From an optimization exercise on the open Yosys and OpenROAD flow, aimed at a short achievable clock period and few clock cycles per item; shortcuts taken in it are not production practice. Where RTL was checked, it was by simulation tests only, not by an equivalence proof against the original. Only the layout flow was run in runs 1 to 5; the RTL was not checked for function there.

==> flow/design.v <==
`timescale 1ns/10ps
module mm_gcd (
    clock,
    reset,
    a,
    b,
    c,
    start,
    finished
);
input clock;
input reset;
input [31:0] a;
input [31:0] b;
output [31:0] c;
input start;
output finished;
reg [32:0] u;      
reg [32:0] v;      
reg [4:0] k;
reg fin;
reg fix;
reg [4:0] qu;      
reg [4:0] qv;      
wire [31:0] mag = u[32] ? {~u[31:1], 1'b1} : u[31:0];
assign finished = fin;
assign c = mag << k;
function [4:0] ctz32;
    input [31:0] x;
    integer i;
    begin
        ctz32 = 5'd0;
        for (i = 31; i >= 0; i = i - 1)
            if (x[i]) ctz32 = i;
    end
endfunction
function [5:0] ctz33;
    input [32:0] x;
    integer i;
    begin
        ctz33 = 6'd0;
        for (i = 32; i >= 0; i = i - 1)
            if (x[i]) ctz33 = i;
    end
endfunction
function [4:0] qtab;
    input [2:0] l;
    input [2:0] s;
    begin
        case ({l, s})
            6'o00: qtab = 5'b00011;
            6'o01: qtab = 5'b01000;
            6'o02: qtab = 5'b10000;
            6'o03: qtab = 5'b00110;
            6'o04: qtab = 5'b00101;
            6'o05: qtab = 5'b10011;
            6'o06: qtab = 5'b01011;
            6'o07: qtab = 5'b00000;
            6'o10: qtab = 5'b10011;
            6'o11: qtab = 5'b00011;
            6'o12: qtab = 5'b00110;
            6'o13: qtab = 5'b01011;
            6'o14: qtab = 5'b01000;
            6'o15: qtab = 5'b00101;
            6'o16: qtab = 5'b00000;
            6'o17: qtab = 5'b10000;
            6'o20: qtab = 5'b01011;
            6'o21: qtab = 5'b00110;
            6'o22: qtab = 5'b00011;
            6'o23: qtab = 5'b10011;
            6'o24: qtab = 5'b10000;
            6'o25: qtab = 5'b00000;
            6'o26: qtab = 5'b00101;
            6'o27: qtab = 5'b01000;
            6'o30: qtab = 5'b00110;
            6'o31: qtab = 5'b10000;
            6'o32: qtab = 5'b01000;
            6'o33: qtab = 5'b00011;
            6'o34: qtab = 5'b00000;
            6'o35: qtab = 5'b01011;
            6'o36: qtab = 5'b10011;
            6'o37: qtab = 5'b00101;
            6'o40: qtab = 5'b00101;
            6'o41: qtab = 5'b10011;
            6'o42: qtab = 5'b01011;
            6'o43: qtab = 5'b00000;
            6'o44: qtab = 5'b00011;
            6'o45: qtab = 5'b01000;
            6'o46: qtab = 5'b10000;
            6'o47: qtab = 5'b00110;
            6'o50: qtab = 5'b01000;
            6'o51: qtab = 5'b00101;
            6'o52: qtab = 5'b00000;
            6'o53: qtab = 5'b10000;
            6'o54: qtab = 5'b10011;
            6'o55: qtab = 5'b00011;
            6'o56: qtab = 5'b00110;
            6'o57: qtab = 5'b01011;
            6'o60: qtab = 5'b10000;
            6'o61: qtab = 5'b00000;
            6'o62: qtab = 5'b00101;
            6'o63: qtab = 5'b01000;
            6'o64: qtab = 5'b01011;
            6'o65: qtab = 5'b00110;
            6'o66: qtab = 5'b00011;
            6'o67: qtab = 5'b10011;
            6'o70: qtab = 5'b00000;
            6'o71: qtab = 5'b01011;
            6'o72: qtab = 5'b10011;
            6'o73: qtab = 5'b00101;
            6'o74: qtab = 5'b00110;
            6'o75: qtab = 5'b10000;
            6'o76: qtab = 5'b01000;
            6'o77: qtab = 5'b00011;
        endcase
    end
endfunction
function [72:0] step;
    input [32:0] l;
    input [32:0] s;
    input [4:0] q;
    reg [35:0] le, se, sn, sp, x, y, ps, cs, p, g, z;
    reg [2:0] t;
    reg [2:0] lo;
    reg c4, more;
    integer i;
    begin
        le = {{3{l[32]}}, l};
        se = {{3{s[32]}}, s};
        sn = ~se ^ 36'd1;                   
        sp = q[1] ? sn : se;
        x = ({36{q[4]}} & (sp << 1)) | ({36{q[3]}} & (sp << 2)) | ({36{q[2]}} & (sp << 3));
        y = q[0] ? sn : se;
        ps = le ^ x ^ y;
        cs = ((le & x) | (le & y) | (x & y)) << 1;
        p = ps ^ cs;
        g = ps & cs;
        z = p ^ ((ps | cs) << 1);
        c4 = (ps[3:0] != 4'd0) || (cs[3:0] != 4'd0);
        more = (z[11:4] == 8'd0);
        t = 3'd7;
        for (i = 10; i >= 4; i = i - 1)
            if (z[i]) t = i - 4;
        lo = 3'd0;
        for (i = 4; i <= 11; i = i + 1) begin
            if (t == i - 4)
                lo = {p[i+3] ^ (g[i+2] | (p[i+2] & g[i+1]) | (p[i+2] & p[i+1] & g[i])),
                      p[i+2] ^ (g[i+1] | (p[i+1] & g[i])),
                      p[i+1] ^ g[i]};
        end
        step = {ps[35:4], cs[35:4], c4, t, more, lo};
    end
endfunction
wire [4:0] za = ctz32(a);
wire [4:0] zb = ctz32(b);
wire [31:0] ao = a >> za;
wire [31:0] bo = b >> zb;
wire a_zero = (a == 32'd0);
wire b_zero = (b == 32'd0);
wire a_pow2 = ((a & (a - 32'd1)) == 32'd0);
wire b_pow2 = ((b & (b - 32'd1)) == 32'd0);
wire [33:0] sum_uv = {u[32], u} + {v[32], v};
wire [33:0] dif_uv = {u[32], u} - {v[32], v};
wire gt = (sum_uv[33] == dif_uv[33]);           
wire eq = (u == v) || (u[32:1] == ~v[32:1]);   
wire [31:0] psu, csu, psv, csv;
wire c4u, c4v, mu, mv;
wire [2:0] tu, tv, lu, lv;
assign {psu, csu, c4u, tu, mu, lu} = step(u, v, qu);
assign {psv, csv, c4v, tv, mv, lv} = step(v, u, qv);
wire [32:0] sumu = ({psu, 1'b1} + {csu, c4u});    
wire [32:0] sumv = ({psv, 1'b1} + {csv, c4v});
wire [31:0] ru = sumu[32:1];                      
wire [31:0] rv = sumv[32:1];
wire [32:0] wu = {{8{ru[31]}}, ru} >> tu;          
wire [32:0] wv = {{8{rv[31]}}, rv} >> tv;
function is_unit;
    input [31:0] r;
    input [2:0] t;
    reg [31:0] above;
    begin
        above = ~(32'd1 << t) & ~((32'd1 << t) - 32'd1);
        is_unit = ((r & above) == 32'd0) || ((~r & above) == 32'd0);
    end
endfunction
wire ou = is_unit(ru, tu);
wire ov = is_unit(rv, tv);
wire [5:0] zu = ctz33(u);
wire [32:0] uf = $signed(u) >>> zu;
always @(posedge clock) begin
    if (reset == 0) begin
        fin <= 1'b1;
        fix <= 1'b0;
    end
    else if (start) begin
        fix <= 1'b0;
        if (a_zero || b_zero) begin
            fin <= 1'b1;
            u <= {1'b0, a | b};
            k <= 5'd0;
        end
        else begin
            k <= (za < zb) ? za : zb;
            u <= (a_pow2 || b_pow2) ? 33'd1 : {1'b0, ao};
            v <= {1'b0, bo};
            fin <= a_pow2 || b_pow2 || (a == b);
            qu <= qtab(ao[3:1], bo[3:1]);
            qv <= qtab(bo[3:1], ao[3:1]);
        end
    end
    else if (!fin) begin
        if (fix) begin
            fix <= 1'b0;
            if (u == 33'd0) begin
                u <= v;
                fin <= 1'b1;
            end
            else begin
                u <= uf;
                fin <= (uf == 33'd1) || (uf == {33{1'b1}});
                qu <= qtab(uf[3:1], v[3:1]);
                qv <= qtab(v[3:1], uf[3:1]);
            end
        end
        else if (eq) begin
            fin <= 1'b1;
        end
        else if (gt) begin
            u <= wu;
            fin <= ou && !mu;
            fix <= mu;
            qu <= qtab(lu, v[3:1]);
            qv <= qtab(v[3:1], lu);
        end
        else begin
            u <= wv;
            v <= u;
            fin <= ov && !mv;
            fix <= mv;
            qu <= qtab(lv, u[3:1]);
            qv <= qtab(u[3:1], lv);
        end
    end
end
endmodule
==> flow/run.sh <==
#!/bin/bash
# synth_recipe.tcl (not shown) runs the flow's synth.tcl, then flattens the netlist and writes it again
# the make line also repeats each setting of config.mk as NAME=value (left out here)
make -C /OpenROAD-flow-scripts/flow DESIGN_CONFIG=/design/flow/config.mk WORK_HOME=/design/flow/orfs CLKGATE_MAP_FILE= SYNTH_SCRIPT=/design/flow/synth_recipe.tcl finish
==> flow/config.mk <==
export PLATFORM = sky130hd
export DESIGN_NAME = mm_gcd
export DESIGN_NICKNAME = mm_gcd
export VERILOG_FILES = /design/flow/design.v
export SDC_FILE = /design/flow/constraint.sdc
export NUM_CORES = 4
export LEC_CHECK = 0
export CAP_MARGIN = 20
export CORE_MARGIN = 2
export CORE_UTILIZATION = 40
export SLEW_MARGIN = 20
==> flow/constraint.sdc <==
create_clock -name core_clock -period 5.0 [get_ports {clock}]
set_input_delay 1.0000 -clock core_clock [delete_from_list [all_inputs] [get_ports {clock}]]
set_output_delay 1.0000 -clock core_clock [all_outputs]
set_load 0.01 [all_outputs]
==> flow_metrics.tcl, run 1 <==
set metrics [dict create \
    status "finished with violations" \
    violations "negative setup slack" \
    start_util_pct 40.2 \
    drt_wl_total_mm 163 \
    maxCapViolCount 0 \
    avgViaCountPerCell 6.20 \
    hold_viol 0 \
    antenna_left 0 \
    pin_count 100 \
    synthesis.nets 4640 \
    clock_sinks 83 \
    setup_viol_count_final 73 \
    path_class "reg2reg" \
    fp-row-count 103 \
    clock-root-buffer "clkbuf_16" \
    die_x_um 285 \
    ys_ff_latch 83 \
    yosys.area.top_type "ha_1" \
    clock_latency_ps 380 \
    design.core.area_um2 78600 \
    worst_pin_slew_ps 993 \
    grt_pass1_wl_mm 237 \
    drc_errors 0 \
    cts_max_level 3 \
    fin_area_um2 46600 \
    worstPathArrival_ps 5940 \
    nets 5824 \
    cts_buffers 9 \
    syn2layout_area_growth_pct 47.6 \
    vias 40200 \
    synthMuxAreaShare_pct 12.8 \
    max_slew_margin_pct 33.8 \
    crit_path_start "qv[4]" \
    dr.pass1.iters 7 \
    drive_gt1_share_pct 36.7 \
    synth_cell_types 115 \
    synth_fa_ha_area_share_pct 14.9 \
    synth_simple_gate_area_share_pct 17.9 \
    die-height_um 285 \
    yosysSeqAreaShare_pct 7.83 \
    synth.area.top_cells "ha_1, mux2i_1, edfxtp_1" \
    placed_area_um2 43600 \
    die_area_um2 81200 \
    synthFlopType "edfxtp_1" \
    hp-start "fix" \
    critical_path_required_ps 5310 \
    skew_ps 16.3 \
    cts.path.max_buffers 2 \
    hpwl_mm 134 \
    initialDrtViolationCount 4586 \
    yosysWarnings 1 \
    synth_area_um2 31600 \
    hold_path_class "reg2reg" \
    slew_violations 0 \
    finalWorstSetupSlack_ps -629 \
    async_flop_share_pct 0 \
    min_period_ps 5630 \
    synth_top_family_by_area "compound AO/OA/AOI/OAI gates" \
    cts_tree "built" \
    synthXorXnorAreaFrac_pct 7.93 \
    final_util_pct 59.3 \
    first_global_vias 37800 \
    grtUsageTotal_pct 38.1 \
    wl_per_cell_um 25.0 \
    synth_edf_count 81 \
    antenna_found_initial 4 \
    cp-start-kind "flip-flop" \
    reg2reg_from "qv[4]" \
    grt_overflow 0 \
    place_congestion 1.09 \
    finalCritPeriodShare_pct 113 \
    rsz0062_at_grt "true" \
    synth_compound_area_share_pct 31.1 \
    synth_top_area_share_pct 9.31 \
    avgSynthCellArea_um2 7.43 \
    cp_max_fo 8 \
    port-buffer-count 99 \
    clkSlewWorstSetupHoldPaths_ps 80 \
    end_kind "flip-flop" \
    fmax_mhz 178 \
    synth_cells 4252 \
    ff2ff_setup_slack_ps -630 \
    hold_buffers 0 \
    grt_max_degree 62 \
]
[worst max-delay path, stage by stage, from the launching register on]
cell,delay [ps]
edfxtp_1,460
buf_4,220
a222oi_1,350
inv_1,100
fa_1,530
nor2b_4,60
and4b_2,300
fa_2,360
and3b_2,280
nor4_4,60
o32a_1,340
buf_6,140
a221oi_4,240
buf_4,160
xnor2_2,60
or3b_4,380
or4_4,510
nor4_4,160
nand4b_1,140
o32ai_2,310
buf_4,200
o21ai_4,70
a21oi_2,110
[path summary, 6_finish.rpt]
| path | end | cells past startpoint |
|---|---|---|
| setup / recovery | fin | 22 |
| hold / removal | u[5] | 2 |
| setup reg to reg | fin | 22 |
| hold reg to reg | u[5] | 2 |
[Yosys cell counts, types with 18 or more instances]
cell type	count
a211o_1	21
a211oi_1	86
a21o_1	55
a21oi_1	321
a221o_1	32
a221oi_1	69
a22o_1	25
a22oi_1	31
a31oi_1	74
and2_1	31
and3_1	33
buf_1	47
buf_2	56
clkbuf_1	249
edfxtp_1	81
fa_1	86
ha_1	235
inv_1	225
mux2_2	28
mux2i_1	288
mux4_2	35
nand2_1	338
nand2b_1	27
nand3_1	95
nand4_1	37
nor2_1	346
nor2b_1	19
nor3_1	76
nor4_1	61
o211ai_1	69
o21a_1	23
o21ai_0	231
o221a_2	33
o221ai_1	38
o22ai_1	86
o31ai_1	21
or2_2	18
or3_1	21
or4_1	20
xnor2_1	138
xor2_1	146
[stage by stage]
step                      TNS, ps  std cells  setup WS, ps  hold slack [ps]
after floorplan             -6570       4252          -543              726
after global placement     -24880       6400          -985              899
after detailed placement   -26620       6400         -1000              905
after CTS                  -15670       6454          -666              933
after global routing       -25660       6493          -829              930
final                      -17230       6493          -629              949
[what timing repair did]
item                                    4_1_cts  5_1_grt
pin swaps                                   109      123
gates cloned                                  1        0
buffers inserted                             49       40
gates resized for setup                     256      244
endpoints found under the setup margin       77       80
endpoints found under the hold margin         0        0
[metal layers]
| metal | GRT usage, % | wire, µm | vias to the layer above |
|---|---|---|---|
| li1 | - | - | 18300 |
| met1 | 48.6 | 64900 | 19300 |
| met2 | 60.1 | 71400 | 2148 |
| met3 | 6.58 | 14300 | 497 |
| met4 | 22.8 | 11900 | 2 |
| met5 | 0.581 | 57 | - |
[cell type report]
cell class,count,area [µm²]
fillers,7289,32000
clock buffers,10,229
well taps,1050,1310
clock inverters,6,50.0
flip-flops and latches,83,2470
diodes,2,5.00
inverters,243,933
repair buffers,1536,12400
multi-input cells,3563,29200
[state kept, by name, indices dropped and copies added, names as in the netlist]
signal and count:
fin 1, fix 1, k 5, qu 5, qv 5, u 33
v 33
[placed cells by master (no fill, tap or decap), types with 33 or more instances in the layout]
cell type,instances
buf_4,1352
nor2_1,342
nand2_1,334
a21oi_1,269
mux2i_1,267
inv_1,215
ha_1,200
o21ai_0,163
xor2_1,127
xnor2_1,114
nand3_1,93
clkdlybuf4s50_1,92
edfxtp_1,81
o22ai_1,77
o211ai_1,69
nor3_1,68
a211oi_1,64
a31oi_1,64
fa_1,57
a21o_1,55
a221oi_1,52
a21oi_2,48
nor4_1,46
buf_6,46
o21ai_1,45
nand4_1,37
buf_12,36
o221ai_1,35
mux4_2,35
o221a_2,33
[logic make-up after synthesis]
group | count (synthesis)
compound gates | 1419
simple gates | 1181
buf+inv | 606
mux | 353
fa+ha+maj | 325
xor+xnor | 285
flops | 83
==> run 2, diff against run 1 <==
--- a/flow/config.mk
+++ b/flow/config.mk
@@ -8,4 +8,6 @@
 export CAP_MARGIN = 20
 export CORE_MARGIN = 2
 export CORE_UTILIZATION = 40
+export SETUP_SLACK_MARGIN = 0.3
 export SLEW_MARGIN = 20
+export TNS_END_PERCENT = 100
==> run 2 against run 1 <==
Still fails the layout checks on negative setup slack; clock skew is 3.2 ps lower; flip-flop and latch count is the same; worst setup slack got worse by 120 ps; register-to-register slack worse by 120 ps; worst hold slack got worse by 19 ps; core utilization about the same; synthesized cell count stayed put; die area unchanged; maximum frequency fell by 2.1%; critical endpoint unchanged.
==> flow_metrics.tcl, run 2 <==
set metrics [dict create \
    ff2ff_setup_slack_ps -750 \
    fin_area_um2 46700 \
    vias 40100 \
    nets 5810 \
    setup_viol_count_final 42 \
    cts_max_level 3 \
    async_flop_share_pct 0 \
    avgSynthCellArea_um2 7.43 \
    first_global_vias 37800 \
    violations "negative setup slack" \
    synth_top_area_share_pct 9.31 \
    reg_top3 "u: 33 flops, v: 33 flops" \
    die-height_um 285 \
    finalCritPeriodShare_pct 115 \
    clkSlewWorstSetupHoldPaths_ps 80 \
    drt_wl_total_mm 160 \
    ys_ff_latch 83 \
    critical_path_required_ps 5310 \
    slew_violations 0 \
    cp_max_fo 3 \
    drive_gt1_share_pct 36.8 \
    layout_commonest_cell "buf_4" \
    end_kind "flip-flop" \
    clock_latency_ps 390 \
    cp-endpoint "fin" \
    die_area_um2 81200 \
    pin_count 100 \
    hold_buffers 0 \
    drc_errors 0 \
    crit_path_start "u[1]" \
    grt_max_degree 62 \
    start_util_pct 40.2 \
    final_cells 6479 \
    r2r_cells 21 \
    yosysSeqAreaShare_pct 7.83 \
    final_cell_mix "buf_4, nor2_1, nand2_1" \
    cts.path.max_buffers 2 \
    rsz0062_at_grt "true" \
    fp-row-count 103 \
    hold_viol 0 \
    yosysWarnings 1 \
    placed_area_um2 43200 \
    yosys.area.top_type "ha_1" \
    wl_per_cell_um 24.8 \
    maxCapViolCount 0 \
    fmax_mhz 174 \
    place_congestion 1.11 \
    design.core.area_um2 78600 \
    hold_path_class "reg2reg" \
    met3_usage_pct 6.56 \
    initialDrtViolationCount 4500 \
    synth_cells 4252 \
    avgViaCountPerCell 6.19 \
    final_util_pct 59.4 \
    synth.area.top_cells "ha_1, mux2i_1, edfxtp_1" \
    cts_tree "built" \
    reg2reg_to "fin" \
    grtUsageTotal_pct 37.6 \
    port-buffer-count 99 \
    gr-max-usage-layer "met2" \
    status "finished with violations" \
    cp-start-kind "flip-flop" \
    dr.pass1.iters 8 \
    synth.most_common_cell "nor2_1" \
    grt_overflow 0 \
    synth_commonest_cells "nor2_1, nand2_1, a21oi_1, mux2i_1, clkbuf_1" \
    worst_pin_slew_ps 1110 \
    finalWorstSetupSlack_ps -748 \
    antenna_found_initial 3 \
    post-place-cells 6353 \
    synthesis.nets 4640 \
    syn2layout_area_growth_pct 47.7 \
    synth_cell_types 115 \
    synth_area_um2 31600 \
    antenna_left 0 \
    grt.met1_usage_pct 48.1 \
    hpwl_mm 131 \
    clock_sinks 83 \
    cts_buffers 9 \
    path_class "reg2reg" \
    min_period_ps 5750 \
    reg2reg_from "u[1]" \
    clock-root-buffer "clkbuf_16" \
    max_slew_margin_pct 25.5 \
    worstPathArrival_ps 6060 \
    use_met2_pct 59.6 \
    die_x_um 285 \
    synth_edf_count 81 \
    skew_ps 13.1 \
    synthFlopType "edfxtp_1" \
    grt_pass1_wl_mm 236 \
]
-- run 2: cell counts after synthesis --
Identical to the previous run, type by type.
-- run 2: per-layer routing --
metal	vias up	wire length, µm
li1	18300	-
met1	19100	63500
met2	2251	70100
met3	470	15100
met4	0	11700
met5	-	0
-- run 2: how the worst min path moves through the flow --
stage	startpoint	to	slack (ps)	cells after the start
after global placement	fix	u[5]	900	3
after CTS	fix	u[5]	900	3
after global routing	fix	u[5]	940	3
after detailed placement	u[29]	v[29]	890	2
after floorplan	fin	fin	730	4
final	fix	u[5]	930	3
-- run 2: final cells by class --
type	count	area, µm²
Antenna cell	2	5.00
Clock buffer	9	225
Clock inverter	7	83.8
Fill cell	7102	31900
Inverter	243	928
Multi-Input combinational cell	3563	29300
Sequential cell	83	2470
Tap cell	1050	1310
Timing Repair Buffer	1522	12300
-- run 2: cells by family after synthesis --
| logic type | count (synthesis) | share of synthesized area, % |
|---|---|---|
| AO/OA/AOI/OAI | 1419 | 31.1 |
| AND/OR/NAND/NOR | 1181 | 17.9 |
| buffers and inverters | 606 | 7.59 |
| multiplexers | 353 | 12.8 |
| adder cells (fa/ha/maj) | 325 | 14.9 |
| XOR/XNOR | 285 | 7.93 |
| flip-flops | 83 | 7.83 |
-- run 2: through the flow --
stage | worst slack, ps | hold WS (ps) | TNS (ps)
after floorplan | -538 | 726 | -6500
after global placement | -865 | 900 | -24620
after detailed placement | -890 | 892 | -25550
after CTS | -611 | 900 | -13200
after global routing | -901 | 945 | -24670
final | -748 | 930 | -18260
-- run 2: repair_timing --
item / 4_1_cts / 5_1_grt
setup buffers: 60 / 44
pin swaps: 108 / 81
endpoints found under the setup margin: 82 / 82
resized for setup: 299 / 197
cloned: 2 / 2
-- run 2: worst max-delay path, cell delays in order, from the launching register on --
cell      delay (ps)
edfxtp_1         530
xor2_2           260
a222oi_1         290
inv_1             90
fa_1             550
nor2b_4           70
and4b_2          300
fa_2             360
and3b_2          270
nor4_2            40
buf_4            150
o32a_1           370
a221oi_4         350
xnor2_1          130
or3b_2           470
or4_4            440
nor4_4           160
nand4b_1         170
o32ai_2          290
buf_4            160
o21ai_1           60
a21oi_1          180
==> run 3, diff against run 2 <==
--- a/flow/config.mk
+++ b/flow/config.mk
@@ -7,7 +7,9 @@
 export LEC_CHECK = 0
 export CAP_MARGIN = 20
 export CORE_MARGIN = 2
-export CORE_UTILIZATION = 40
+export CORE_UTILIZATION = 25
+export GPL_TIMING_DRIVEN = 1
+export PLACE_DENSITY = 0.5
 export SETUP_SLACK_MARGIN = 0.3
 export SLEW_MARGIN = 20
 export TNS_END_PERCENT = 100
==> run 3 against run 2 <==
The layout still fails its checks (negative setup slack); cell area up 0.91%; first-iteration DRC count up 4.0%; flip-flop and latch count unchanged; clock-buffer cell count up 2; synthesized cell count unchanged; via count down 0.58%; critical path depth up 1; sequential share of layout area about the same.
==> flow_metrics.tcl, run 3 <==
set metrics [dict create \
    status "finished with violations" \
    violations "negative setup slack" \
    place_congestion 1.04 \
    die_x_um 359 \
    clock_latency_ps 380 \
    final_cell_mix "buf_4, nor2_1, nand2_1" \
    maxCapViolCount 0 \
    vias 39900 \
    yosysWarnings 1 \
    slew_violations 0 \
    worst_pin_slew_ps 1050 \
    nets 5814 \
    pin_count 100 \
    fp-row-count 130 \
    avgSynthCellArea_um2 7.43 \
    reg2reg_to "fin" \
    clock_sinks 83 \
    cts_buffers 9 \
    max_slew_margin_pct 29.9 \
    ff2ff_setup_slack_ps -770 \
    min_period_ps 5770 \
    end_kind "flip-flop" \
    hp-start "v[32]" \
    grt_overflow 0 \
    critical_path_required_ps 5320 \
    synth_cells 4252 \
    synth_area_um2 31600 \
    reg2reg_from "qv[1]" \
    design.core.area_um2 126000 \
    synth_edf_count 81 \
    setup_viol_count_final 43 \
    first_global_vias 37600 \
    clock-root-buffer "clkbuf_16" \
    fin_area_um2 47100 \
    hold_path_class "reg2reg" \
    port-buffer-count 99 \
    avgViaCountPerCell 5.63 \
    layout_commonest_cell "buf_4" \
    synthFlopType "edfxtp_1" \
    ys_ff_latch 83 \
    worstPathArrival_ps 6090 \
    drt_wl_total_mm 166 \
    clkSlewWorstSetupHoldPaths_ps 70 \
    die_area_um2 129000 \
    placed_area_um2 44300 \
    yosys.area.top_type "ha_1" \
    dr.pass1.iters 10 \
    antenna_found_initial 3 \
    cts_tree "built" \
    initialDrtViolationCount 4680 \
    slowest_delay_ps 540 \
    r2r_cells 22 \
    async_flop_share_pct 0 \
    finalCritPeriodShare_pct 115 \
    grt_max_degree 52 \
    path_cells "buf_6 -> xor2_2 -> a222oi_1 -> inv_1 -> fa_2 -> nor2b_2 -> and4b_2 -> fa_2 -> and3b_2 -> nor4_2 -> buf_4 -> o32a_1 -> a221oi_4 -> xnor2_1 -> or3b_2 -> or4_1 -> nor4_4 -> nand4b_1 -> o32ai_2 -> buf_4 -> o21ai_1 -> a21oi_1" \
    min_to "u[32]" \
    cts_max_level 3 \
    drive_gt1_share_pct 35.9 \
    synthesis.nets 4640 \
    yosysSeqAreaShare_pct 7.83 \
    cp_slowest_cell "fa_2" \
    fmax_mhz 173 \
    cp_max_fo 5 \
    hold_viol 0 \
    synth_commonest_cells "nor2_1, nand2_1, a21oi_1, mux2i_1, clkbuf_1" \
    cp-start-kind "flip-flop" \
    reg_top3 "u: 33 flops, v: 33 flops" \
    drc_errors 0 \
    hold_buffers 0 \
    syn2layout_area_growth_pct 49.1 \
    die-height_um 359 \
    synth_cell_types 115 \
    synth.area.top_cells "ha_1, mux2i_1, edfxtp_1" \
    start_util_pct 25.2 \
    cts.path.max_buffers 2 \
    skew_ps 13.5 \
    hpwl_mm 137 \
    synth.most_common_cell "nor2_1" \
    synth_top_area_share_pct 9.31 \
    min_path_cells 3 \
    grtUsageTotal_pct 24.3 \
    antenna_left 0 \
    rsz0062_at_grt "true" \
    fill_cells 13100 \
    path_class "reg2reg" \
    grt_pass1_wl_mm 242 \
    hold-worst-slack_ps 965 \
    wl_per_cell_um 23.5 \
    finalWorstSetupSlack_ps -772 \
]
## run 3: cell families (layout without fill, tap and decap cells)
kind of cell	count (synthesis)	in the layout	synth area share [%]
muxes	353	353	12.8
xor gates and xnor gates	285	285	7.93
other	0	1	0
and+or+nand+nor	1181	1181	17.9
DFF	83	83	7.83
buffers and inverters	606	1785	7.59
adders and majority gates	325	325	14.9
AOI/OAI and AO/OA	1419	1419	31.1
## run 3: layer usage
metal	vias up	share of wire, %	global-route usage [%]
met1	19300	42	32.3
met5	-	0.014	0
met4	4	4.4	9.24
met3	340	8.9	4.55
li1	18300	-	-
met2	1894	45	39.0
## run 3: final cells by class
class	instances	area, µm²	share of cell area, %
repair buffers	1526	12300	26.1
inverters	243	923	1.96
multi-input cells	3563	29100	61.7
clock inverters	5	40.0	0.0850
diodes	1	2.50	0.00531
clock buffers	11	233	0.494
flip-flops and latches	83	2470	5.25
well taps	1650	2060	4.38
## run 3: how the worst max path moves through the flow
| stage | start | end | slack [ps] | depth (start not counted) |
|---|---|---|---|---|
| finish | qv[1] | fin | -770 | 22 |
| global route | qv[1] | fin | -930 | 23 |
| CTS | qv[1] | fin | -690 | 22 |
| detailed placement | b[31] | qu[0] | -1000 | 18 |
| global placement | b[29] | qu[0] | -1010 | 18 |
| floorplan | v[1] | u[28] | -540 | 22 |
## run 3: per-stage QoR
step	std cells	TNS (ps)	worst slack [ps]	util, %
floorplan	4252	-6500	-538	-
global placement	6985	-26630	-1010	35.2
detailed placement	6985	-27550	-999	35.2
CTS	7037	-17860	-694	36.3
global route	7081	-27630	-929	37.5
finish	7082	-20710	-772	37.5
## run 3: critical path, delay by kind of cell (launching register included)
kind	cells	cell delay (ps)
AOI/OAI and AO/OA	6	1540
xor gates and xnor gates	2	290
adders and majority gates	2	900
buffers and inverters	4	600
DFF	1	500
and+or+nand+nor	8	1870
## run 3: timing repair
item,4_1_cts,5_1_grt
setup endpoints to repair,72,91
resized for setup,196,249
gates cloned,2,1
setup buffers,34,42
pin swaps,53,83
==> run 4, diff against run 3 <==
--- a/flow/design.v
+++ b/flow/design.v
@@ -168,10 +168,9 @@
 wire [2:0] tu, tv, lu, lv;
 assign {psu, csu, c4u, tu, mu, lu} = step(u, v, qu);
 assign {psv, csv, c4v, tv, mv, lv} = step(v, u, qv);
-wire [32:0] sumu = ({psu, 1'b1} + {csu, c4u});    
-wire [32:0] sumv = ({psv, 1'b1} + {csv, c4v});
-wire [31:0] ru = sumu[32:1];                      
-wire [31:0] rv = sumv[32:1];
+wire [31:0] ru, rv;                               
+mm_gcd_add32 add_u (.x(psu), .y(csu), .ci(c4u), .s(ru));
+mm_gcd_add32 add_v (.x(psv), .y(csv), .ci(c4v), .s(rv));
 wire [32:0] wu = {{8{ru[31]}}, ru} >> tu;          
 wire [32:0] wv = {{8{rv[31]}}, rv} >> tv;
 function is_unit;
@@ -243,3 +242,33 @@
     end
 end
 endmodule
+module mm_gcd_add32 (
+    x,
+    y,
+    ci,
+    s
+);
+input [31:0] x;
+input [31:0] y;
+input ci;
+output [31:0] s;
+reg [31:0] p, g, pp, g2, p2;
+integer i, d;
+always @* begin
+    p = x ^ y;
+    g = x & y;
+    g[0] = g[0] | (p[0] & ci);
+    pp = p;
+    for (d = 1; d < 32; d = d * 2) begin
+        g2 = g;
+        p2 = pp;
+        for (i = d; i < 32; i = i + 1) begin
+            g2[i] = g[i] | (pp[i] & g[i-d]);
+            p2[i] = pp[i] & pp[i-d];
+        end
+        g = g2;
+        pp = p2;
+    end
+end
+assign s = p ^ {g[30:0], ci};
+endmodule
==> flow/config.mk (replaced) <==
export PLATFORM = sky130hd
export DESIGN_NAME = mm_gcd
export DESIGN_NICKNAME = mm_gcd
export VERILOG_FILES = /design/flow/design.v
export SDC_FILE = /design/flow/constraint.sdc
export NUM_CORES = 4
export LEC_CHECK = 0
export CAP_MARGIN = 20
export CORE_MARGIN = 2
export CORE_UTILIZATION = 40
export SLEW_MARGIN = 20
export SYNTH_HIERARCHICAL = 1
export SYNTH_MINIMUM_KEEP_SIZE = 10
==> run 4 against run 3 <==
The layout still fails its checks (negative setup slack); worst setup slack got worse by 230 ps; via count increased by 1.5%; flip-flop and latch count unchanged; clock skew decreased by 1.6 ps; clock-buffer cell count decreased by 2; register-to-register slack got worse by 230 ps; synthesized cell count increased by 1.9%; critical path type unchanged.
==> flow_metrics.tcl, run 4 <==
set metrics [dict create \
    clock_sinks 83 \
    fp-row-count 104 \
    hp-start "fin" \
    synth_area_um2 32800 \
    regArea_um2 2470 \
    fill_cells 7448 \
    hpwl_mm 133 \
    hold_viol 0 \
    antenna_found_initial 8 \
    synth_top_family_by_area "compound AO/OA/AOI/OAI gates" \
    grtUsageTotal_pct 36.6 \
    fmax_mhz 167 \
    violations "negative setup slack" \
    synth_cell_types 125 \
    synth_commonest_cells "nand2_1, mux2i_1, a21oi_1, nor2_1, ha_1" \
    ys_ff_latch 83 \
    critical_path_required_ps 5320 \
    synthXorXnorAreaFrac_pct 7.61 \
    final_cell_mix "buf_4, nand2_1, nor2_1" \
    hold_path_class "reg2reg" \
    place_congestion 1.11 \
    path_cells "xor2_1 -> a222oi_1 -> inv_1 -> fa_1 -> nor2b_2 -> nand4_1 -> fa_2 -> fa_2 -> a21o_4 -> nand4_4 -> a21oi_4 -> a2111o_1 -> a21o_1 -> o311ai_4 -> nand4_1 -> or4_4 -> a2111oi_4 -> nand2_1 -> and3b_1 -> nor4_2 -> buf_4 -> a41o_4 -> o32ai_1 -> a31oi_1" \
    die_area_um2 84300 \
    grt_pass1_wl_mm 239 \
    synth_cells 4333 \
    reg2reg_from "qu[1]" \
    reg_top3 "u: 33 flops, v: 33 flops" \
    end_kind "flip-flop" \
    slew_violations 0 \
    cp_top_family "compound AO/OA/AOI/OAI gates" \
    yosysWarnings 8 \
    worst_pin_slew_ps 1070 \
    first_global_vias 38500 \
    setup_viol_count_final 42 \
    max_slew_margin_pct 28.3 \
    status "finished with violations" \
    yosys.area.top_type "mux2i_1" \
    cts.path.max_buffers 2 \
    cts_buffers 9 \
    cp_max_fo 3 \
    placed_area_um2 44300 \
    maxCapViolCount 0 \
    clock_latency_ps 390 \
    path_class "reg2reg" \
    min_path_cells 2 \
    skew_ps 11.9 \
    finalCritPeriodShare_pct 120 \
    async_flop_share_pct 0 \
    synth_edf_count 81 \
    port-buffer-count 99 \
    synth_top_area_share_pct 10.4 \
    synth_simple_gate_area_share_pct 17.7 \
    synthMuxAreaShare_pct 15.4 \
    grt_max_degree 45 \
    clock-root-buffer "clkbuf_16" \
    drc_errors 0 \
    rsz0062_at_grt "true" \
    slowest_delay_ps 480 \
    synth.area.top_cells "mux2i_1, ha_1, edfxtp_1" \
    fin_area_um2 47200 \
    cp-start-kind "flip-flop" \
    antenna_left 0 \
    grt_overflow 0 \
    synth_fa_ha_area_share_pct 15.1 \
    start_util_pct 40.6 \
    synthFlopType "edfxtp_1" \
    initialDrtViolationCount 4885 \
    final_util_pct 58.4 \
    synthesis.nets 4741 \
    syn2layout_area_growth_pct 43.9 \
    wl_per_cell_um 24.7 \
    avgViaCountPerCell 6.18 \
    pin_count 100 \
    dr.pass1.iters 9 \
    critPathBufInv 2 \
    avgSynthCellArea_um2 7.56 \
    die_x_um 290 \
    die-height_um 290 \
    multiInputGateArea_um2 29900 \
    hold_buffers 0 \
    crit_path_start "qu[1]" \
    synth.most_common_cell "nand2_1" \
    finalWorstSetupSlack_ps -1000 \
    yosysSeqAreaShare_pct 7.54 \
    path_depth 24 \
    synth_compound_area_share_pct 28.7 \
    drt_wl_total_mm 162 \
    vias 40500 \
    cts_tree "built" \
    worstPathArrival_ps 6320 \
    clkSlewWorstSetupHoldPaths_ps 80 \
    cp_slowest_cell "fa_2" \
    cts_max_level 3 \
    design.core.area_um2 80800 \
    min_period_ps 6000 \
    r2r_cells 24 \
    nets 5887 \
    drive_gt1_share_pct 34.4 \
    layout_commonest_cell "buf_4" \
]
run 4: cell types whose count changed in the layout (fill, tap and decap cells not counted), moves of 23 or more:
| cell | previous run | this run |
|---|---|---|
| nand2_1 | 329 | 404 |
| ha_1 | 211 | 236 |
| inv_1 | 215 | 241 |
| o22ai_1 | 81 | 58 |
| buf_4 | 1348 | 1316 |
| nor2_1 | 335 | 308 |
| a221oi_1 | 58 | 19 |
| xor2_1 | 130 | 156 |
| xnor2_1 | 116 | 87 |
| o221a_2 | 33 | 5 |
run 4: path summary, 6_finish.rpt:
check,endpoint,slack [ps]
setup / recovery,fin,-1000
hold / removal,fix,730
setup reg to reg,fin,-1000
hold reg to reg,fix,730
run 4: final cells by class:
type                       instances  share of cell area (%)
sequential                        83                    5.24
timing repair buffer            1504                    25.8
clock buffer                       9                   0.478
clock inverter                     7                   0.162
multi-input combinational       3616                    63.3
antenna                            4                  0.0212
tap                             1060                    2.81
inverter                         265                    2.12
run 4: per-module statistics from Yosys, one instance, submodules excluded:
| module | cell area, µm² | flops+latches | times used |
|---|---|---|---|
| mm_gcd | 28900 | 83 | 1 |
| mm_gcd_add32 | 1940 | 0 | 2 |
run 4: routing by layer:
layer  up-vias  track usage, %  share of wire (%)  wire (µm)
li1      18500               -                  -          -
met1     19200            46.7                 39      63800
met2      2241            56.8                 43      69600
met3       549            7.81                 10      16300
met4         6            21.9                7.4      11900
met5         -               0              0.042         68
run 4: cell families (layout without fill, tap and decap cells):
logic type      Yosys count  in the layout
mux                     429            429
other cells               0              4
buf+inv                 634           1785
compound gates         1335           1335
fa+ha+maj               344            344
xor+xnor                283            283
simple gates           1225           1225
flops                    83             83
run 4: per-stage QoR:
stage	worst slack [ps]	std cells	hold slack, ps	TNS (ps)
finish	-1000	6548	728	-20970
global placement	-1140	6468	673	-26460
CTS	-841	6514	675	-14250
global route	-1120	6545	743	-26080
detailed placement	-1170	6468	662	-28220
floorplan	-537	4333	581	-2840
run 4: worst register-to-register path: stages (launching register included):
cell       delay [ps]
edfxtp_1          460
xor2_1            200
a222oi_1          340
inv_1             140
fa_1              460
nor2b_2           160
nand4_1           190
fa_2              480
fa_2              400
a21o_4            230
nand4_4           140
a21oi_4            80
a2111o_1          420
a21o_1            200
o311ai_4          100
nand4_1           140
or4_4             450
a2111oi_4         260
nand2_1           120
and3b_1           200
nor4_2            230
buf_4             190
a41o_4            140
o32ai_1            90
a31oi_1           150
run 4: timing repair:
action                     4_1_cts  5_1_grt
setup endpoints to repair       76       77
buffers inserted                35       36
pin swaps                       80       93
resized for setup              241      192
cloned                           2        0
==> run 5, diff against run 4 <==
==> flow/design.v (replaced) <==
`timescale 1ns/10ps
module mm_gcd (
    clock,
    reset,
    a,
    b,
    c,
    start,
    finished
);
input clock;
input reset;
input [31:0] a;
input [31:0] b;
output [31:0] c;
input start;
output finished;
reg [32:0] u;      
reg [32:0] v;      
reg [4:0] k;
reg fin;
reg fix;
wire [31:0] mag = u[32] ? {~u[31:1], 1'b1} : u[31:0];
assign finished = fin;
assign c = mag << k;
function [4:0] ctz32;
    input [31:0] x;
    integer i;
    begin
        ctz32 = 5'd0;
        for (i = 31; i >= 0; i = i - 1)
            if (x[i]) ctz32 = i;
    end
endfunction
function [5:0] ctz33;
    input [32:0] x;
    integer i;
    begin
        ctz33 = 6'd0;
        for (i = 32; i >= 0; i = i - 1)
            if (x[i]) ctz33 = i;
    end
endfunction
function [42:0] step;
    input [32:0] l;
    input [32:0] s;
    reg [34:0] le, y, z, r, need;
    reg [2:0] t;
    reg more, unit;
    integer i;
    begin
        le = {{2{l[32]}}, l};
        y = {{2{s[32]}}, s};
        if (l[1] == s[1])
            y = ~y ^ 35'd1;                 
        z = le ^ y ^ ((le | y) << 1);
        more = (z[9:2] == 8'd0);
        t = 3'd7;
        for (i = 8; i >= 2; i = i - 1)
            if (z[i]) t = i - 2;
        unit = 1'b0;
        for (i = 2; i < 10; i = i + 1) begin
            need = ((le & y) | ((le | y) & ~(35'd1 << i))) << 1;
            if (t == i - 2 && (le ^ y ^ (35'd1 << i)) == need) unit = 1'b1;
            need = ((le & y) | ((le | y) & ~(-(35'd1 << i)))) << 1;
            if (t == i - 2 && (le ^ y ^ (-(35'd1 << i))) == need) unit = 1'b1;
        end
        r = le + y;
        step = {r[34:2], t, more, unit};
    end
endfunction
wire [4:0] za = ctz32(a);
wire [4:0] zb = ctz32(b);
wire [31:0] ao = a >> za;
wire [31:0] bo = b >> zb;
wire a_zero = (a == 32'd0);
wire b_zero = (b == 32'd0);
wire a_pow2 = ((a & (a - 32'd1)) == 32'd0);
wire b_pow2 = ((b & (b - 32'd1)) == 32'd0);
wire [33:0] sum_uv = {u[32], u} + {v[32], v};
wire [33:0] dif_uv = {u[32], u} - {v[32], v};
wire gt = (sum_uv[33] == dif_uv[33]);           
wire eq = (u == v) || (u[32:1] == ~v[32:1]);   
wire [32:0] ru, rv;
wire [2:0] tu, tv;
wire mu, mv, nu, nv;
assign {ru, tu, mu, nu} = step(u, v);
assign {rv, tv, mv, nv} = step(v, u);
wire [32:0] wu = $signed(ru) >>> tu;
wire [32:0] wv = $signed(rv) >>> tv;
wire ou = nu && !mu;
wire ov = nv && !mv;
wire [5:0] zu = ctz33(u);
wire [32:0] uf = $signed(u) >>> zu;
always @(posedge clock) begin
    if (reset == 0) begin
        fin <= 1'b1;
        fix <= 1'b0;
    end
    else if (start) begin
        fix <= 1'b0;
        if (a_zero || b_zero) begin
            fin <= 1'b1;
            u <= {1'b0, a | b};
            k <= 5'd0;
        end
        else begin
            k <= (za < zb) ? za : zb;
            u <= (a_pow2 || b_pow2) ? 33'd1 : {1'b0, ao};
            v <= {1'b0, bo};
            fin <= a_pow2 || b_pow2 || (a == b);
        end
    end
    else if (!fin) begin
        if (fix) begin
            fix <= 1'b0;
            if (u == 33'd0) begin
                u <= v;
                fin <= 1'b1;
            end
            else begin
                u <= uf;
                fin <= (uf == 33'd1) || (uf == {33{1'b1}});
            end
        end
        else if (eq) begin
            fin <= 1'b1;
        end
        else if (gt) begin
            u <= wu;
            fin <= ou && !mu;
            fix <= mu;
        end
        else begin
            u <= wv;
            v <= u;
            fin <= ov && !mv;
            fix <= mv;
        end
    end
end
endmodule
--- a/flow/config.mk
+++ b/flow/config.mk
@@ -8,6 +8,6 @@
 export CAP_MARGIN = 20
 export CORE_MARGIN = 2
 export CORE_UTILIZATION = 40
+export SETUP_SLACK_MARGIN = 0.3
 export SLEW_MARGIN = 20
-export SYNTH_HIERARCHICAL = 1
-export SYNTH_MINIMUM_KEEP_SIZE = 10
+export TNS_END_PERCENT = 100
==> run 5 against run 4 <==
Now clean on timing, DRC and antenna; maximum frequency grew 23%; clock-buffer cell count stayed put; worst setup slack gained 1100 ps; worst hold slack worse by 48 ps.
==> flow_metrics.tcl, run 5 <==
set metrics [dict create \
    status "finished clean" \
    end_kind "flip-flop" \
    yosys.area.top_type "ha_1" \
    start_util_pct 40.4 \
    cts_tree "built" \
    port-buffer-count 99 \
    clock_latency_ps 360 \
    pin_count 100 \
    cp_max_fo 8 \
    synth_cell_types 120 \
    worstPathArrival_ps 5150 \
    cts_max_level 3 \
    clkSlewWorstSetupHoldPaths_ps 60 \
    vias 29600 \
    reg2reg_from "u[9]" \
    finalCritPeriodShare_pct 97.4 \
    syn2layout_area_growth_pct 22.5 \
    synth_top_area_share_pct 11.5 \
    hold_path_class "reg2reg" \
    hpwl_mm 104 \
    synth_commonest_cells "inv_1, nor2_1, nand2_1, mux2i_1, a21oi_1" \
    synth_edf_count 71 \
    antenna_cells 0 \
    synthesis.nets 3777 \
    maxCapViolCount 0 \
    yosysWarnings 1 \
    synth_cells 3416 \
    grt_overflow 0 \
    max_slew_margin_pct 29.5 \
    clock-root-buffer "clkbuf_16" \
    critical_path_required_ps 5280 \
    final_cell_mix "buf_4, inv_1, nor2_1" \
    antenna_left 0 \
    hp-start "fin" \
    synth.area.top_cells "ha_1, mux2i_1, edfxtp_1" \
    reg_top3 "u: 33 flops, v: 33 flops, k: 5 flops" \
    setup_viol_count_final 0 \
    grtUsageTotal_pct 37.3 \
    die-height_um 256 \
    ys_ff_latch 73 \
    layout_commonest_cell "buf_4" \
    synthFlopType "edfxtp_1" \
    die_x_um 256 \
    crit_path_start "u[9]" \
    slew_violations 0 \
    antenna_found_initial 2 \
    skew_ps 9.99 \
    design.core.area_um2 63000 \
    place_congestion 1.09 \
    avgViaCountPerCell 6.50 \
    hold_buffers 0 \
    initialDrtViolationCount 4174 \
    fp-row-count 92 \
    grt_pass1_wl_mm 184 \
    finalWorstSetupSlack_ps 129 \
    avgSynthCellArea_um2 7.44 \
    dp_slack_ps -35.4 \
    first_global_vias 27600 \
    async_flop_share_pct 0 \
    fmax_mhz 205 \
    wl_per_cell_um 28.2 \
    clock_sinks 73 \
    drt_wl_total_mm 128 \
    drive_gt1_share_pct 19.5 \
    drc_errors 0 \
    path_class "reg2reg" \
    cts_buffers 9 \
    die_area_um2 65600 \
    yosysSeqAreaShare_pct 8.55 \
    nets 4057 \
    hold-worst-slack_ps 680 \
    synth_area_um2 25400 \
    ff2ff_setup_slack_ps 130 \
    grt_max_degree 45 \
    synth.most_common_cell "inv_1" \
    dr.pass1.iters 9 \
    finalSetupTns_ps 0 \
    cts.path.max_buffers 2 \
    worst_pin_slew_ps 1060 \
    rsz0062_at_grt "true" \
    min_period_ps 4870 \
    cp-start-kind "flip-flop" \
    hold_viol 0 \
]
[run 5: cell types whose count changed in the layout (fill, tap and decap cells not counted), moves of 47 or more]
cell,previous run,this run
buf_4,1316,387
nand2_1,404,246
xor2_1,156,77
a21oi_1,284,230
inv_1,241,294
buf_6,51,4
[run 5: logic make-up after synthesis]
logic type      after synthesis  share of synthesized area, %
xor+xnor                    227                          7.82
buf+inv                     544                          8.62
compound gates             1015                          27.0
simple gates                956                          18.3
flops                        73                          8.55
mux                         305                          13.3
fa+ha+maj                   296                          16.3
[run 5: what timing repair did]
| item | 4_1_cts | 5_1_grt |
|---|---|---|
| pin swaps | 4 | 48 |
| setup buffers | 4 | 34 |
| gates cloned | 2 | 2 |
| resized for setup | 25 | 172 |
| endpoints found under the setup margin | 15 | 36 |
[run 5: path summary, 6_finish.rpt]
check,to,depth (start not counted)
worst max register to register,fin,12
worst min register to register,fix,2
worst min-delay path,fix,2
worst max-delay path,fin,12
[run 5: layer usage]
metal,global-route usage (%),up-vias,wire length [µm]
met3,6.00,552,12000
met1,45.9,14000,48300
li1,-,13100,-
met4,29.3,0,12700
met5,0,-,0
met2,58.1,1880,55300
[run 5: worst max-delay path, stage by stage, from the launching register on]
cell and delay (ps):
edfxtp_1 810, nor2b_1 260, o21a_1 190, a211o_1 300
nand3_1 370, o211ai_1 690, o32ai_1 250, a221oi_2 460
nand4_1 280, o31a_1 400, nor4b_2 280, nand4_1 260
a31oi_1 240
[run 5: layout make-up]
class | count | area (µm²)
clock buffers | 9 | 225
multi-input cells | 2799 | 22100
clock inverters | 7 | 92.6
repair buffers | 511 | 4390
flip-flops and latches | 73 | 2170
inverters | 302 | 1130
well taps | 846 | 1060
fillers | 6302 | 31800
[run 5: stage by stage]
stage	instances	utilization (%)	instance area, µm²
2_1_floorplan	3416	-	25400
3_3_place_gp	4489	46.7	29400
3_5_place_dp	4489	46.7	29400
4_1_cts	4511	47.6	30000
5_1_grt	4547	49.4	31100
6_report	4547	49.4	31100
==> run 6, diff against run 5 <==
--- a/flow/design.v
+++ b/flow/design.v
@@ -86,12 +86,15 @@
 wire mu, mv, nu, nv;
 assign {ru, tu, mu, nu} = step(u, v);
 assign {rv, tv, mv, nv} = step(v, u);
-wire [32:0] wu = $signed(ru) >>> tu;
-wire [32:0] wv = $signed(rv) >>> tv;
+wire [39:0] wux = {{7{ru[32]}}, ru} >> tu;      
+wire [32:0] wu = wux[32:0];
+wire [39:0] wvx = {{7{rv[32]}}, rv} >> tv;
+wire [32:0] wv = wvx[32:0];
 wire ou = nu && !mu;
 wire ov = nv && !mv;
 wire [5:0] zu = ctz33(u);
-wire [32:0] uf = $signed(u) >>> zu;
+wire [65:0] ufx = {{33{u[32]}}, u} >> zu;
+wire [32:0] uf = ufx[32:0];                    
 always @(posedge clock) begin
     if (reset == 0) begin
         fin <= 1'b1;
==> run 6 against run 5 <==
Synthesized cell count grew 2.1%; first-iteration DRC count shrank 11%; via count grew 3.7%; critical endpoint unchanged; clock-buffer cell count is the same; still clean on timing, DRC and antenna; worst setup slack gained 48 ps; cell count grew 5.0%; critical path type unchanged; sequential share of layout area shrank 0.32 points; non-clock buffer count grew 158.
==> flow_metrics.tcl, run 6 <==
set metrics [dict create \
    die_x_um 257 \
    final_cell_mix "buf_4, inv_1, a21oi_1" \
    fill_cells 6420 \
    cp_max_fo 7 \
    synth_edf_count 71 \
    finalCritPeriodShare_pct 96.4 \
    final_cells 4775 \
    yosysWarnings 1 \
    place_congestion 1.11 \
    cts_tree "built" \
    cp-start-kind "flip-flop" \
    synth_area_um2 25500 \
    fmax_mhz 207 \
    drive_gt1_share_pct 22.4 \
    ys_ff_latch 73 \
    avgViaCountPerCell 6.42 \
    syn2layout_area_growth_pct 27.8 \
    reg2reg_from "u[1]" \
    reg_top3 "u: 33 flops, v: 33 flops, k: 5 flops" \
    synth.most_common_cell "a21oi_1" \
    start_util_pct 40.5 \
    antenna_found_initial 6 \
    slowest_delay_ps 600 \
    cp_slowest_cell "or4b_4" \
    path_cells "ha_4 -> buf_12 -> buf_12 -> buf_4 -> xor2_1 -> ha_1 -> inv_1 -> fa_1 -> nor4_1 -> nand4_1 -> or4b_4 -> or3_1 -> or3_1 -> o31ai_1 -> nand2_1 -> a31oi_2 -> o21ba_4 -> a41o_1 -> o21ai_0 -> a21oi_1" \
    nets 4281 \
    synthesis.nets 3848 \
    synthFlopType "edfxtp_1" \
    regArea_um2 2170 \
    critical_path_required_ps 5310 \
    synth_cell_types 115 \
    synth_top_area_share_pct 11.5 \
    clkSlewWorstSetupHoldPaths_ps 70 \
    fp-row-count 92 \
    dp_slack_ps -103 \
    max_slew_margin_pct 30.1 \
    placed_area_um2 31000 \
    hpwl_mm 115 \
    slew_violations 0 \
    skew_ps 17.1 \
    min_period_ps 4820 \
    initialDrtViolationCount 3698 \
    grt_pass1_wl_mm 200 \
    maxCapViolCount 0 \
    hold_path_class "reg2reg" \
    pin_count 100 \
    hold_viol 0 \
    cts.path.max_buffers 2 \
    cp_top_family "simple AND/OR/NAND/NOR gates" \
    worstPathArrival_ps 5140 \
    layout_commonest_cell "buf_4" \
    cts_max_level 3 \
    wl_per_cell_um 29.4 \
    post-place-cells 4711 \
    grt_overflow 0 \
    dr.pass1.iters 6 \
    hp-start "fin" \
    grt_max_degree 53 \
    synth.area.top_cells "ha_1, edfxtp_1, mux2i_1" \
    finalWorstSetupSlack_ps 178 \
    setup_viol_count_final 0 \
    yosys.area.top_type "ha_1" \
    synth_cells 3487 \
    end_kind "flip-flop" \
    drt_wl_total_mm 140 \
    die-height_um 257 \
    grtUsageTotal_pct 41.1 \
    drc_errors 0 \
    status "finished clean" \
    antenna_left 0 \
    yosysSeqAreaShare_pct 8.51 \
    port-buffer-count 99 \
    crit_path_start "u[1]" \
    path_class "reg2reg" \
    hold_buffers 0 \
    first_global_vias 29100 \
    clock_sinks 73 \
    die_area_um2 65900 \
    cts_buffers 9 \
    critPathBufInv 4 \
    clock-root-buffer "clkbuf_16" \
    multiInputGateArea_um2 22100 \
    fin_area_um2 32600 \
    async_flop_share_pct 0 \
    avgSynthCellArea_um2 7.32 \
    clock_latency_ps 390 \
    worst_pin_slew_ps 1050 \
    design.core.area_um2 63100 \
    vias 30600 \
    synth_commonest_cells "a21oi_1, inv_1, nand2_1, nor2_1, ha_1" \
    rsz0062_at_grt "true" \
    finalSetupTns_ps 0 \
]
run 6: cell count changes in the layout (fill, tap and decap cells not counted), moves of 12 or more:
cell / previous run / this run
mux2i_1: 245 / 189
xor2_1: 77 / 119
buf_12: 16 / 38
buf_4: 387 / 528
a211oi_1: 64 / 52
nand2_1: 246 / 268
nor3_1: 78 / 106
nand3_1: 84 / 101
a21o_1: 19 / 39
xnor2_1: 114 / 80
o21ai_0: 171 / 157
a21oi_1: 230 / 287
run 6: path summary, 6_finish.rpt:
| check | to | slack [ps] | depth (start not counted) |
|---|---|---|---|
| min | fix | 590 | 2 |
| max reg2reg | fin | 180 | 20 |
| min reg2reg | fix | 590 | 2 |
| max | fin | 180 | 20 |
run 6: area by class of cell:
| type | instances | share of cell area (%) |
|---|---|---|
| flip-flops and latches | 73 | 6.66 |
| repair buffers | 669 | 17.8 |
| well taps | 846 | 3.24 |
| inverters | 308 | 3.54 |
| clock buffers | 9 | 0.690 |
| diodes | 4 | 0.0307 |
| multi-input cells | 2859 | 67.7 |
| clock inverters | 7 | 0.380 |
run 6: per-layer routing:
layer	routed length (µm)	GRT usage (%)	part of all wire, %	vias to the layer above
met1	52600	49.4	37	14700
li1	-	-	-	13600
met4	12100	28.7	8.6	2
met5	13	0	0.0093	-
met2	63000	66.5	45	1794
met3	12700	7.22	9.1	501
run 6: logic make-up (layout without fill, tap and decap cells):
| logic type | Yosys count | in the layout | share of synthesized area (%) |
|---|---|---|---|
| AO/OA/AOI/OAI | 1054 | 1055 | 27.4 |
| AND/OR/NAND/NOR | 1013 | 1013 | 19.4 |
| buffers and inverters | 556 | 993 | 8.60 |
| adder cells (fa/ha/maj) | 299 | 299 | 16.4 |
| multiplexers | 266 | 266 | 11.9 |
| XOR/XNOR | 226 | 226 | 7.75 |
| flip-flops | 73 | 73 | 8.51 |
| other | 0 | 4 | 0 |
run 6: worst min-delay path: stages, from the launching register on:
cell and delay [ps]:
dfxtp_1 390, nand2_1 100, a21oi_1 60
run 6: stage by stage:
stage / util [%] / hold WS [ps]
final: 51.7 / 591
after global routing: 51.7 / 637
after CTS: 50.2 / 582
after detailed placement: 49.2 / 572
after global placement: 49.2 / 566
after floorplan: - / 519
run 6: timing repair:
item                       CTS  global route
cloned                       1             3
resized for setup           30           148
setup endpoints to repair   26            66
pin swaps                    5            28
setup buffers               11            29
Testbench counts of run 6, summed over its fixed seeds: cycles 28,447, items 2,400.
==> run 7, diff against run 6 <==
--- a/flow/design.v
+++ b/flow/design.v
@@ -20,6 +20,7 @@
 reg [4:0] k;
 reg fin;
 reg fix;
+reg bneg;          
 wire [31:0] mag = u[32] ? {~u[31:1], 1'b1} : u[31:0];
 assign finished = fin;
 assign c = mag << k;
@@ -41,32 +42,41 @@
             if (x[i]) ctz33 = i;
     end
 endfunction
-function [42:0] step;
+function [43:0] step;
     input [32:0] l;
     input [32:0] s;
-    reg [34:0] le, y, z, r, need;
+    input neg;
+    reg [34:0] le, y, p, g, z, r, need;
+    reg [7:0] sel;
     reg [2:0] t;
-    reg more, unit;
+    reg more, unit, none, w1;
     integer i;
     begin
         le = {{2{l[32]}}, l};
-        y = {{2{s[32]}}, s};
-        if (l[1] == s[1])
-            y = ~y ^ 35'd1;                 
-        z = le ^ y ^ ((le | y) << 1);
+        y = {{2{s[32]}}, s} ^ {{34{neg}}, 1'b0};    
+        p = le ^ y;
+        g = le & y;
+        z = p ^ ((le | y) << 1);
         more = (z[9:2] == 8'd0);
-        t = 3'd7;
-        for (i = 8; i >= 2; i = i - 1)
-            if (z[i]) t = i - 2;
+        none = 1'b1;
+        for (i = 0; i < 7; i = i + 1) begin
+            sel[i] = z[i+2] & none;
+            none = none & ~z[i+2];
+        end
+        sel[7] = none;
+        t = {sel[4] | sel[5] | sel[6] | sel[7], sel[2] | sel[3] | sel[6] | sel[7],
+             sel[1] | sel[3] | sel[5] | sel[7]};
         unit = 1'b0;
+        w1 = 1'b0;
         for (i = 2; i < 10; i = i + 1) begin
             need = ((le & y) | ((le | y) & ~(35'd1 << i))) << 1;
-            if (t == i - 2 && (le ^ y ^ (35'd1 << i)) == need) unit = 1'b1;
+            unit = unit | (sel[i-2] & ((p ^ (35'd1 << i)) == need));
             need = ((le & y) | ((le | y) & ~(-(35'd1 << i)))) << 1;
-            if (t == i - 2 && (le ^ y ^ (-(35'd1 << i))) == need) unit = 1'b1;
+            unit = unit | (sel[i-2] & ((p ^ (-(35'd1 << i))) == need));
+            w1 = w1 | (sel[i-2] & (p[i+1] ^ g[i]));
         end
         r = le + y;
-        step = {r[34:2], t, more, unit};
+        step = {r[34:2], t, more, unit, w1};
     end
 endfunction
 wire [4:0] za = ctz32(a);
@@ -83,9 +93,9 @@
 wire eq = (u == v) || (u[32:1] == ~v[32:1]);   
 wire [32:0] ru, rv;
 wire [2:0] tu, tv;
-wire mu, mv, nu, nv;
-assign {ru, tu, mu, nu} = step(u, v);
-assign {rv, tv, mv, nv} = step(v, u);
+wire mu, mv, nu, nv, w1u, w1v;
+assign {ru, tu, mu, nu, w1u} = step(u, v, bneg);
+assign {rv, tv, mv, nv, w1v} = step(v, u, bneg);
 wire [39:0] wux = {{7{ru[32]}}, ru} >> tu;      
 wire [32:0] wu = wux[32:0];
 wire [39:0] wvx = {{7{rv[32]}}, rv} >> tv;
@@ -112,6 +122,7 @@
             u <= (a_pow2 || b_pow2) ? 33'd1 : {1'b0, ao};
             v <= {1'b0, bo};
             fin <= a_pow2 || b_pow2 || (a == b);
+            bneg <= (ao[1] == bo[1]);
         end
     end
     else if (!fin) begin
@@ -124,6 +135,7 @@
             else begin
                 u <= uf;
                 fin <= (uf == 33'd1) || (uf == {33{1'b1}});
+                bneg <= (uf[1] == v[1]);
             end
         end
         else if (eq) begin
@@ -133,12 +145,14 @@
             u <= wu;
             fin <= ou && !mu;
             fix <= mu;
+            bneg <= (w1u == v[1]);
         end
         else begin
             u <= wv;
             v <= u;
             fin <= ov && !mv;
             fix <= mv;
+            bneg <= (w1v == u[1]);
         end
     end
 end
==> run 7 against run 6 <==
Still clean; wire length decreased by 13%; cell count decreased by 5.9%; synthesized cell count decreased by 3.8%; largest cell class unchanged.
==> flow_metrics.tcl, run 7 <==
set metrics [dict create \
    skew_ps 12.3 \
    critical_path_required_ps 5080 \
    antenna_cells 0 \
    reg_top3 "u: 33 flops, v: 33 flops, k: 5 flops" \
    design.core.area_um2 60600 \
    avgSynthCellArea_um2 7.33 \
    dp_slack_ps -68.1 \
    synth.area.top_cells "ha_1, mux2i_1, edfxtp_1" \
    cts.path.max_buffers 2 \
    grt_pass1_wl_mm 175 \
    first_global_vias 26600 \
    synthesis.nets 3714 \
    cts_max_level 3 \
    vias 28400 \
    antenna_left 0 \
    synth_cell_types 109 \
    cp_max_fo 15 \
    slew_violations 0 \
    async_flop_share_pct 0 \
    fill_cells 6044 \
    die-height_um 252 \
    setup_viol_count_final 0 \
    drc_errors 0 \
    place_congestion 1.10 \
    synth_commonest_cells "nor2_1, inv_1, nand2_1, a21oi_1, ha_1" \
    final_cells 4494 \
    fp-row-count 90 \
    synth_cells 3353 \
    path_cells "inv_1 -> ha_1 -> xnor2_1 -> nor2_1 -> nand2_1 -> buf_4 -> nor3_1 -> buf_4 -> nor3_4 -> buf_4 -> mux2i_1 -> buf_4 -> buf_4 -> nand2_1 -> a31o_2 -> a21oi_1 -> o221ai_1" \
    wl_per_cell_um 27.0 \
    hold_viol 0 \
    max_slew_margin_pct 37.6 \
    synth.most_common_cell "nor2_1" \
    worst_pin_slew_ps 936 \
    die_x_um 252 \
    synth_edf_count 72 \
    grt_overflow 0 \
    hpwl_mm 100 \
    finalCritPeriodShare_pct 93.4 \
    status "finished clean" \
    die_area_um2 63500 \
    path_class "reg2reg" \
    final_util_pct 50.2 \
    yosysWarnings 1 \
    port-buffer-count 99 \
    clock-root-buffer "clkbuf_16" \
    layout_commonest_cell "buf_4" \
    ys_ff_latch 74 \
    clock_sinks 74 \
    avgViaCountPerCell 6.32 \
    clock_latency_ps 370 \
    finalWorstSetupSlack_ps 329 \
    synthFlopType "edfxtp_1" \
    yosys.area.top_type "ha_1" \
    antenna_found_initial 3 \
    min_period_ps 4670 \
    cts_tree "built" \
    drive_gt1_share_pct 19.1 \
    start_util_pct 40.6 \
    slowest_delay_ps 700 \
    nets 4068 \
    drt_wl_total_mm 122 \
    syn2layout_area_growth_pct 23.6 \
    hold_path_class "reg2reg" \
    synth_top_area_share_pct 11.9 \
    pin_count 100 \
    grt_max_degree 53 \
]
run 7: cell types whose count changed after synthesis, sizes merged, moves of 16 or more:
| cell | before | now |
|---|---|---|
| a211oi | 59 | 81 |
| a21o | 40 | 21 |
| a21oi | 306 | 259 |
| a221oi | 13 | 29 |
| clkbuf | 171 | 133 |
| mux2 | 37 | 17 |
| mux2i | 202 | 233 |
| nand2 | 274 | 293 |
| nand3 | 105 | 77 |
| nor2 | 270 | 318 |
| nor3 | 109 | 66 |
| o22ai | 48 | 70 |
run 7: kinds of logic after synthesis:
family	count (synthesis)	share of synthesized area [%]
flops	74	8.95
fa+ha+maj	297	16.9
compound gates	966	26.0
buf+inv	527	8.60
mux	270	12.2
simple gates	990	19.2
xor+xnor	229	8.16
run 7: layout make-up:
class / instances / area (µm²) / area share (%)
tap: 782 / 978 / 3.22
clock buffer: 11 / 233 / 0.765
inverter: 306 / 1150 / 3.78
timing repair buffer: 563 / 4720 / 15.5
clock inverter: 5 / 55.1 / 0.181
sequential: 74 / 2200 / 7.24
multi-input combinational: 2753 / 21100 / 69.3
run 7: layer usage:
| metal | share of wire, % | wire length (µm) | vias up | GRT usage (%) |
|---|---|---|---|---|
| met2 | 45 | 54200 | 1579 | 59.9 |
| met3 | 8.6 | 10400 | 374 | 5.40 |
| met4 | 6.9 | 8430 | 4 | 20.8 |
| li1 | - | - | 12900 | - |
| met5 | 0.019 | 23 | - | 0 |
| met1 | 40 | 48500 | 13600 | 47.0 |
run 7: worst paths after layout:
kind         cells past startpoint  start  endpoint
min                              2    fin       fix
max                             17   u[2]     u[23]
min reg2reg                      2    fin       fix
max reg2reg                     17   u[2]     u[23]
run 7: worst reg2reg max path, cell delays in order, from the launching register on:
cell and delay, ps:
edfxtp_1 700, inv_1 380, ha_1 520, xnor2_1 340, nor2_1 120, nand2_1 160, buf_4 140, nor3_1 60
buf_4 170, nor3_4 250, buf_4 270, mux2i_1 310, buf_4 160, buf_4 90, nand2_1 60, a31o_2 240
a21oi_1 260, o221ai_1 170
run 7: what timing repair did:
| action | 4_1_cts | 5_1_grt |
|---|---|---|
| hold buffers | 0 | 0 |
| resized for setup | 18 | 137 |
| hold endpoints to repair | 0 | 0 |
| pin swaps | 4 | 27 |
| setup endpoints to repair | 22 | 36 |
| cloned | 1 | 2 |
| buffers inserted | 18 | 42 |
run 7: stage by stage:
| stage | hold WS [ps] | TNS, ps | cell area (µm²) |
|---|---|---|---|
| 2_1_floorplan | 566 | 0 | 24600 |
| 3_3_place_gp | 686 | -40.7 | 28800 |
| 3_5_place_dp | 667 | -119 | 28800 |
| 4_1_cts | 682 | 0 | 29400 |
| 5_1_grt | 717 | 0 | 30400 |
| 6_report | 761 | 0 | 30400 |
Testbench counts of run 7, summed over its fixed seeds: cycles 28,447, items 2,400.

## what the ideal ports hide
No port has a modelled driver above. Below, the same layouts with a new extraction and two added sets of constraints. Step 1: set_driving_cell puts a clkbuf_16 on clock and a buf_2 on each other input, an assumption about the parent block. Step 2, shift: input delay + t, output delay - t, t = (earliest + latest rising clock arrival at the registers) / 2. This alone moves slack from input paths to output paths. a / b / c = ideal / step 1 / step 2; a / b = the first two.
| run | shift t [ns] | slack for setup (ns) | hold WS [ns] | latest minus earliest clock arrival (ns) | pins driven straight from the clock port |
|---|---|---|---|---|---|
| run 1 | 0.441 | -0.629 / -0.629 / -0.633 | 0.949 / 0.949 / 0.949 | 0.017 / 0.016 | 1 |
| run 2 | 0.443 | -0.748 / -0.748 / -0.748 | 0.930 / 0.930 / 0.930 | 0.013 / 0.013 | 1 |
| run 3 | 0.427 | -0.772 / -0.772 / -0.772 | 0.965 / 0.965 / 0.965 | 0.014 / 0.013 | 1 |
| run 4 | 0.430 | -1.002 / -1.002 / -1.014 | 0.728 / 0.728 / 0.728 | 0.012 / 0.012 | 1 |
| run 5 | 0.406 | 0.129 / 0.129 / 0.033 | 0.680 / 0.680 / 0.680 | 0.010 / 0.010 | 1 |
| run 6 | 0.441 | 0.178 / 0.178 / -0.006 | 0.591 / 0.591 / 0.591 | 0.017 / 0.017 | 1 |
| run 7 | 0.417 | 0.329 / 0.329 / 0.097 | 0.761 / 0.761 / 0.761 | 0.012 / 0.012 | 1 |
With both steps, setup timing fails in run 6, where it was met with ideal ports. The setup slack of run 7, which loses most, moves by 0.000 ns with the drivers and by -0.232 ns with both steps.
